This is an optimization exercise on Yosys and OpenROAD, whose aim is small area, not a production implementation.

==> module DgLk_LockChannel, before the edit <==
module DgLk_LockChannel (
    input  wire        i_clkp,
    input  wire        i_rstn,
    input  wire [15:0] i_a0,      
    input  wire [15:0] i_adc,     
    input  wire [15:0] i_rt,      
    input  wire [15:0] i_k0,      
    input  wire [15:0] i_k1,      
    input  wire [15:0] i_k2,      
    input  wire [4:0]  i_shift,   
    input  wire [31:0] i_min,     
    input  wire [31:0] i_max,     
    output wire [15:0] o_filt,    
    output wire [31:0] o_ut       
);
reg [2:0] cnt;
always @(posedge i_clkp or negedge i_rstn)
  if (!i_rstn)          cnt <= 3'd0;
  else if (cnt != 3'd7) cnt <= cnt + 3'd1;
reg  [15:0] a0_r, adc_r;             
reg  [15:0] y1, y2, y3, y4;          
reg  [15:0] y0;                      
reg  [15:0] ra, rb;                  
reg         rc;
wire [15:0] ra_n, rb_n, ynew;
wire        rc_n;
dglk_filt_core u_filt (.a0(a0_r), .adc(adc_r), .y(y0), .ra(ra_n), .rb(rb_n), .rc(rc_n));
dglk_filt_add  u_fadd (.ra(ra), .rb(rb), .rc(rc), .ynew(ynew));
always @(posedge i_clkp) begin
  a0_r <= i_a0;  adc_r <= i_adc;
  ra <= ra_n; rb <= rb_n; rc <= rc_n;
  y4 <= ynew; y3 <= y4; y2 <= y3; y1 <= y2;
end
always @(posedge i_clkp or negedge i_rstn)
  if (!i_rstn) y0 <= 16'd0;
  else         y0 <= (cnt[2] & cnt[1]) ? y1 : 16'd0;
assign o_filt = y0;
reg  [15:0] k0_r, k1_r, k2_r;        
reg  [4:0]  shift_r;                 
reg  [15:0] e1, e2, e3, e4;          
reg  [31:0] fs, fc;                  
reg  [31:0] d1, d2, d3, d4, d5, d6, d7;    
reg  [31:0] r1, r2;                  
wire [31:0] fs_n, fc_n;
dglk_pid_core u_pid (.e0(e2), .e1(e3), .e2(e4), .k0(k0_r), .k1(k1_r), .k2(k2_r),
                     .fs(fs), .fc(fc), .fs_n(fs_n), .fc_n(fc_n));
wire [31:0] f;
dglk_pid_sum u_psum (.fs(fs), .fc(fc), .f(f));
wire [31:0] sh0 = shift_r[0] ? {{ 1{f[31]}},   f[31:1]}  : f;
wire [31:0] sh1 = shift_r[1] ? {{ 2{sh0[31]}}, sh0[31:2]}  : sh0;
wire [31:0] sh2 = shift_r[2] ? {{ 4{sh1[31]}}, sh1[31:4]}  : sh1;
wire [31:0] sh3 = shift_r[3] ? {{ 8{sh2[31]}}, sh2[31:8]}  : sh2;
wire [31:0] sh4 = shift_r[4] ? {{16{sh3[31]}}, sh3[31:16]} : sh3;
wire [31:0] sv = (cnt == 3'd7) ? d7 : 32'd0;
wire lt_min  = $signed(sv) < $signed(i_min);     
wire gt_max  = $signed(i_max) < $signed(sv);     
wire bad     = $signed(i_max) < $signed(i_min);  
wire nolim   = ~|{i_min, i_max};                 
wire sel_min = ~bad & ~nolim & lt_min;
wire sel_max = ~bad & ~nolim & ~lt_min & gt_max;
wire sel_sv  = ~bad & (nolim | (~lt_min & ~gt_max));
wire [31:0] lim = ({32{sel_min}} & i_min) | ({32{sel_max}} & i_max) | ({32{sel_sv}} & sv);
always @(posedge i_clkp) begin
  k0_r <= i_k0; k1_r <= i_k1; k2_r <= i_k2; shift_r <= i_shift;
  d1 <= sh4; d2 <= d1; d3 <= d2; d4 <= d3; d5 <= d4; d6 <= d5; d7 <= d6;
end
always @(posedge i_clkp or negedge i_rstn)
  if (!i_rstn) begin
    e1 <= 16'd0; e2 <= 16'd0; e3 <= 16'd0; e4 <= 16'd0;
    fs <= 32'd0; fc <= 32'd0;
    r1 <= 32'd0; r2 <= 32'd0;
  end else begin
    e1 <= i_rt - y0; e2 <= e1; e3 <= e2; e4 <= e3;
    fs <= fs_n; fc <= fc_n;
    r1 <= lim; r2 <= r1;
  end
assign o_ut = r2;
endmodule
Settings: LEC_CHECK=0, CAP_MARGIN=5, CORE_MARGIN=2, CORE_UTILIZATION=70, CTS_BUF_LIST=sky130_fd_sc_hd__clkbuf_8, CTS_CLUSTER_DIAMETER=60, CTS_CLUSTER_SIZE=16, PLACE_DENSITY=0.8, SLEW_MARGIN=5, SYNTH_HIERARCHICAL=1, SYNTH_MINIMUM_KEEP_SIZE=0; clock period 5.5 ns.
standard.sh (not shown) runs the stock make flow with config.mk's settings and CLKGATE_MAP_FILE= SYNTH_SCRIPT=/design/flow/synth_recipe.tcl, a recipe that flattens the netlist after the stock synthesis.
==> flow/flow/run.sh <==
#!/bin/bash
# Layout with the standard flow (standard.sh) and its unchanged synthesis, with one step
# added between synthesis and floorplan: downsize.py sets every combinational cell of the
# synthesized netlist to the smallest drive strength of its family (ABC's speed script sizes
# cells up before placement); the flow's own repair steps size up what timing needs.
# make's output is in flow_*.log here; each tool's log is in orfs/logs/.
set -euo pipefail
PORTS=()
if [[ -f flow/ports_buf1 ]]; then PORTS=("BUFFER_PORTS_ARGS=-buffer_cell sky130_fd_sc_hd__buf_1"); fi
bash standard.sh synth > flow_synth.log 2>&1
R=orfs/results/${FLOW_PLATFORM}/DgLk_LockChannel/base
python3 flow/downsize.py "$FLOW_HOME/platforms/${FLOW_PLATFORM}/lib/sky130_fd_sc_hd__tt_025C_1v80.lib" \
  "$R/1_2_yosys.v" > flow_downsize.log 2>&1
bash standard.sh "${PORTS[@]}" finish > flow_finish.log 2>&1
==> flow/flow/downsize.py <==
#!/usr/bin/env python3
"""Rewrites a synthesized netlist so that each combinational cell uses the
smallest-area drive strength of its family (same function, same pins).
Flip-flops, buffers and clock cells are left alone; the flow's timing repair
sizes up whatever needs it.  usage: downsize.py LIB NETLIST"""
import re, sys

lib, net = sys.argv[1], sys.argv[2]
text = open(lib).read()
area = {}
for m in re.finditer(r'cell \("(sky130_fd_sc_hd__\w+)"\)\s*\{', text):
    nxt = text.find('cell (', m.end())
    a = re.search(r'area\s*:\s*([\d.]+)', text[m.end():nxt if nxt > 0 else len(text)])
    if a:
        area[m.group(1)] = float(a.group(1))
dont = {'probe', 'lpflow'}
fam = {}
for c, a in area.items():
    m = re.match(r'(sky130_fd_sc_hd__[a-z0-9]+)_(\d+)$', c)
    if not m or any(d in c for d in dont):
        continue
    fam.setdefault(m.group(1), []).append((a, c))
keep = re.compile(r'sky130_fd_sc_hd__(df|sdf|edf|dl|buf|clk|conb|tap|fill|decap|bufbuf|bufinv|dly)')
s = open(net).read()
count = {}
def repl(m):
    c = m.group(0)
    f = re.match(r'(sky130_fd_sc_hd__[a-z0-9]+)_(\d+)$', c)
    if not f or keep.match(c) or f.group(1) not in fam:
        return c
    best = min(fam[f.group(1)])[1]
    if area.get(best, 1e9) < area.get(c, 0):
        count[(c, best)] = count.get((c, best), 0) + 1
        return best
    return c
s = re.sub(r'\bsky130_fd_sc_hd__[a-z0-9]+_\d+\b', repl, s)
open(net, 'w').write(s)
for (a, b), n in sorted(count.items()):
    print('%5d %s -> %s' % (n, a, b))
==> flow/flow/ports_buf1 <==
1
Rerun with:
--- a/flow/design.v
+++ b/flow/design.v
@@ -4428,16 +4428,16 @@
     input  wire [4:0]  i_shift,   
     input  wire [31:0] i_min,     
     input  wire [31:0] i_max,     
     output wire [15:0] o_filt,    
     output wire [31:0] o_ut       
 );
-reg [2:0] cnt;
+reg [3:0] cnt;
 always @(posedge i_clkp or negedge i_rstn)
-  if (!i_rstn)          cnt <= 3'd0;
-  else if (cnt != 3'd7) cnt <= cnt + 3'd1;
+  if (!i_rstn)           cnt <= 4'd0;
+  else if (!cnt[3])      cnt <= cnt + 4'd1;
 reg  [15:0] a0_r, adc_r;             
 reg  [15:0] y1, y2, y3, y4;          
 reg  [15:0] y0;                      
 reg  [15:0] ra, rb;                  
 reg         rc;
 wire [15:0] ra_n, rb_n, ynew;
@@ -4448,49 +4448,47 @@
   a0_r <= i_a0;  adc_r <= i_adc;
   ra <= ra_n; rb <= rb_n; rc <= rc_n;
   y4 <= ynew; y3 <= y4; y2 <= y3; y1 <= y2;
 end
 always @(posedge i_clkp or negedge i_rstn)
   if (!i_rstn) y0 <= 16'd0;
-  else         y0 <= (cnt[2] & cnt[1]) ? y1 : 16'd0;
+  else         y0 <= (cnt[3] | (cnt[2] & cnt[1])) ? y1 : 16'd0;
 assign o_filt = y0;
-reg  [15:0] k0_r, k1_r, k2_r;        
-reg  [4:0]  shift_r;                 
-reg  [15:0] e1, e2, e3, e4;          
+reg  [15:0] e1, e2, e3;              
 reg  [31:0] fs, fc;                  
-reg  [31:0] d1, d2, d3, d4, d5, d6, d7;    
+reg  [31:0] d1, d2, d3, d4, d5, d6, d7, d8;    
 reg  [31:0] r1, r2;                  
 wire [31:0] fs_n, fc_n;
-dglk_pid_core u_pid (.e0(e2), .e1(e3), .e2(e4), .k0(k0_r), .k1(k1_r), .k2(k2_r),
+dglk_pid_core u_pid (.e0(i_k0), .e1(i_k1), .e2(i_k2), .k0(e1), .k1(e2), .k2(e3),
                      .fs(fs), .fc(fc), .fs_n(fs_n), .fc_n(fc_n));
 wire [31:0] f;
 dglk_pid_sum u_psum (.fs(fs), .fc(fc), .f(f));
-wire [31:0] sh0 = shift_r[0] ? {{ 1{f[31]}},   f[31:1]}  : f;
-wire [31:0] sh1 = shift_r[1] ? {{ 2{sh0[31]}}, sh0[31:2]}  : sh0;
-wire [31:0] sh2 = shift_r[2] ? {{ 4{sh1[31]}}, sh1[31:4]}  : sh1;
-wire [31:0] sh3 = shift_r[3] ? {{ 8{sh2[31]}}, sh2[31:8]}  : sh2;
-wire [31:0] sh4 = shift_r[4] ? {{16{sh3[31]}}, sh3[31:16]} : sh3;
-wire [31:0] sv = (cnt == 3'd7) ? d7 : 32'd0;
-wire lt_min  = $signed(sv) < $signed(i_min);     
-wire gt_max  = $signed(i_max) < $signed(sv);     
-wire bad     = $signed(i_max) < $signed(i_min);  
+wire [31:0] sh0 = i_shift[0] ? {{ 1{f[31]}},   f[31:1]}  : f;
+wire [31:0] sh1 = i_shift[1] ? {{ 2{sh0[31]}}, sh0[31:2]}  : sh0;
+wire [31:0] sh2 = i_shift[2] ? {{ 4{sh1[31]}}, sh1[31:4]}  : sh1;
+wire [31:0] sh3 = i_shift[3] ? {{ 8{sh2[31]}}, sh2[31:8]}  : sh2;
+wire [31:0] sh4 = i_shift[4] ? {{16{sh3[31]}}, sh3[31:16]} : sh3;
+wire [31:0] sv = cnt[3] ? d8 : 32'd0;
+wire signed [31:0] s_sv = sv, s_min = i_min, s_max = i_max;
+wire lt_min  = s_sv < s_min;                     
+wire gt_max  = s_max < s_sv;                     
+wire bad     = s_max < s_min;                    
 wire nolim   = ~|{i_min, i_max};                 
 wire sel_min = ~bad & ~nolim & lt_min;
 wire sel_max = ~bad & ~nolim & ~lt_min & gt_max;
 wire sel_sv  = ~bad & (nolim | (~lt_min & ~gt_max));
 wire [31:0] lim = ({32{sel_min}} & i_min) | ({32{sel_max}} & i_max) | ({32{sel_sv}} & sv);
 always @(posedge i_clkp) begin
-  k0_r <= i_k0; k1_r <= i_k1; k2_r <= i_k2; shift_r <= i_shift;
-  d1 <= sh4; d2 <= d1; d3 <= d2; d4 <= d3; d5 <= d4; d6 <= d5; d7 <= d6;
+  d1 <= sh4; d2 <= d1; d3 <= d2; d4 <= d3; d5 <= d4; d6 <= d5; d7 <= d6; d8 <= d7;
 end
 always @(posedge i_clkp or negedge i_rstn)
   if (!i_rstn) begin
-    e1 <= 16'd0; e2 <= 16'd0; e3 <= 16'd0; e4 <= 16'd0;
+    e1 <= 16'd0; e2 <= 16'd0; e3 <= 16'd0;
     fs <= 32'd0; fc <= 32'd0;
     r1 <= 32'd0; r2 <= 32'd0;
   end else begin
-    e1 <= i_rt - y0; e2 <= e1; e3 <= e2; e4 <= e3;
+    e1 <= i_rt - y0; e2 <= e1; e3 <= e2;
     fs <= fs_n; fc <= fc_n;
     r1 <= lim; r2 <= r1;
   end
 assign o_ut = r2;
 endmodule
After rerunning:
- non-clock buffer count rose by 135
- hold slack is better by 22 ps
- cell count rose by 1.8%
- design area rose by 1.7%
- wire length rose by about 6%
- setup slack is worse by 45 ps
- critical path depth stays the same
- global-route usage rose by 2.2 points
- clock skew rose by 8.0 ps
- fmax fell by about 0.9%
No run of this note included a check of the RTL's function; only the layout flow was run.

-- port drivers added, routing unchanged --
No port has a modelled driver above. Below, the same layouts with a new extraction and two added sets of constraints.
Step 1 assumes that a clkbuf_16 drives the clock port and a buf_2 every other input.
Step 2 also shifts input and output timing later by t, the mid clock arrival at the registers, as if the neighbouring blocks saw the same clock.
Slacks: ideal ports / drivers / drivers and shift; pairs: ideal ports / drivers.
run	shift t [ns]	setup WS [ns]	hold slack, ns	clock arrival spread, ns	pins driven straight from the clock port
the first run	0.774	0.298 / 0.298 / 0.298	0.263 / 0.224 / 0.310	0.057 / 0.057	1
the second run	0.787	0.253 / 0.253 / -0.305	0.285 / 0.248 / 0.312	0.057 / 0.058	1
With both steps, setup timing fails in the second run, where it was met with ideal ports. For the second run, which loses most, drivers alone change the setup slack by 0.000 ns; drivers and shift together by -0.558 ns.
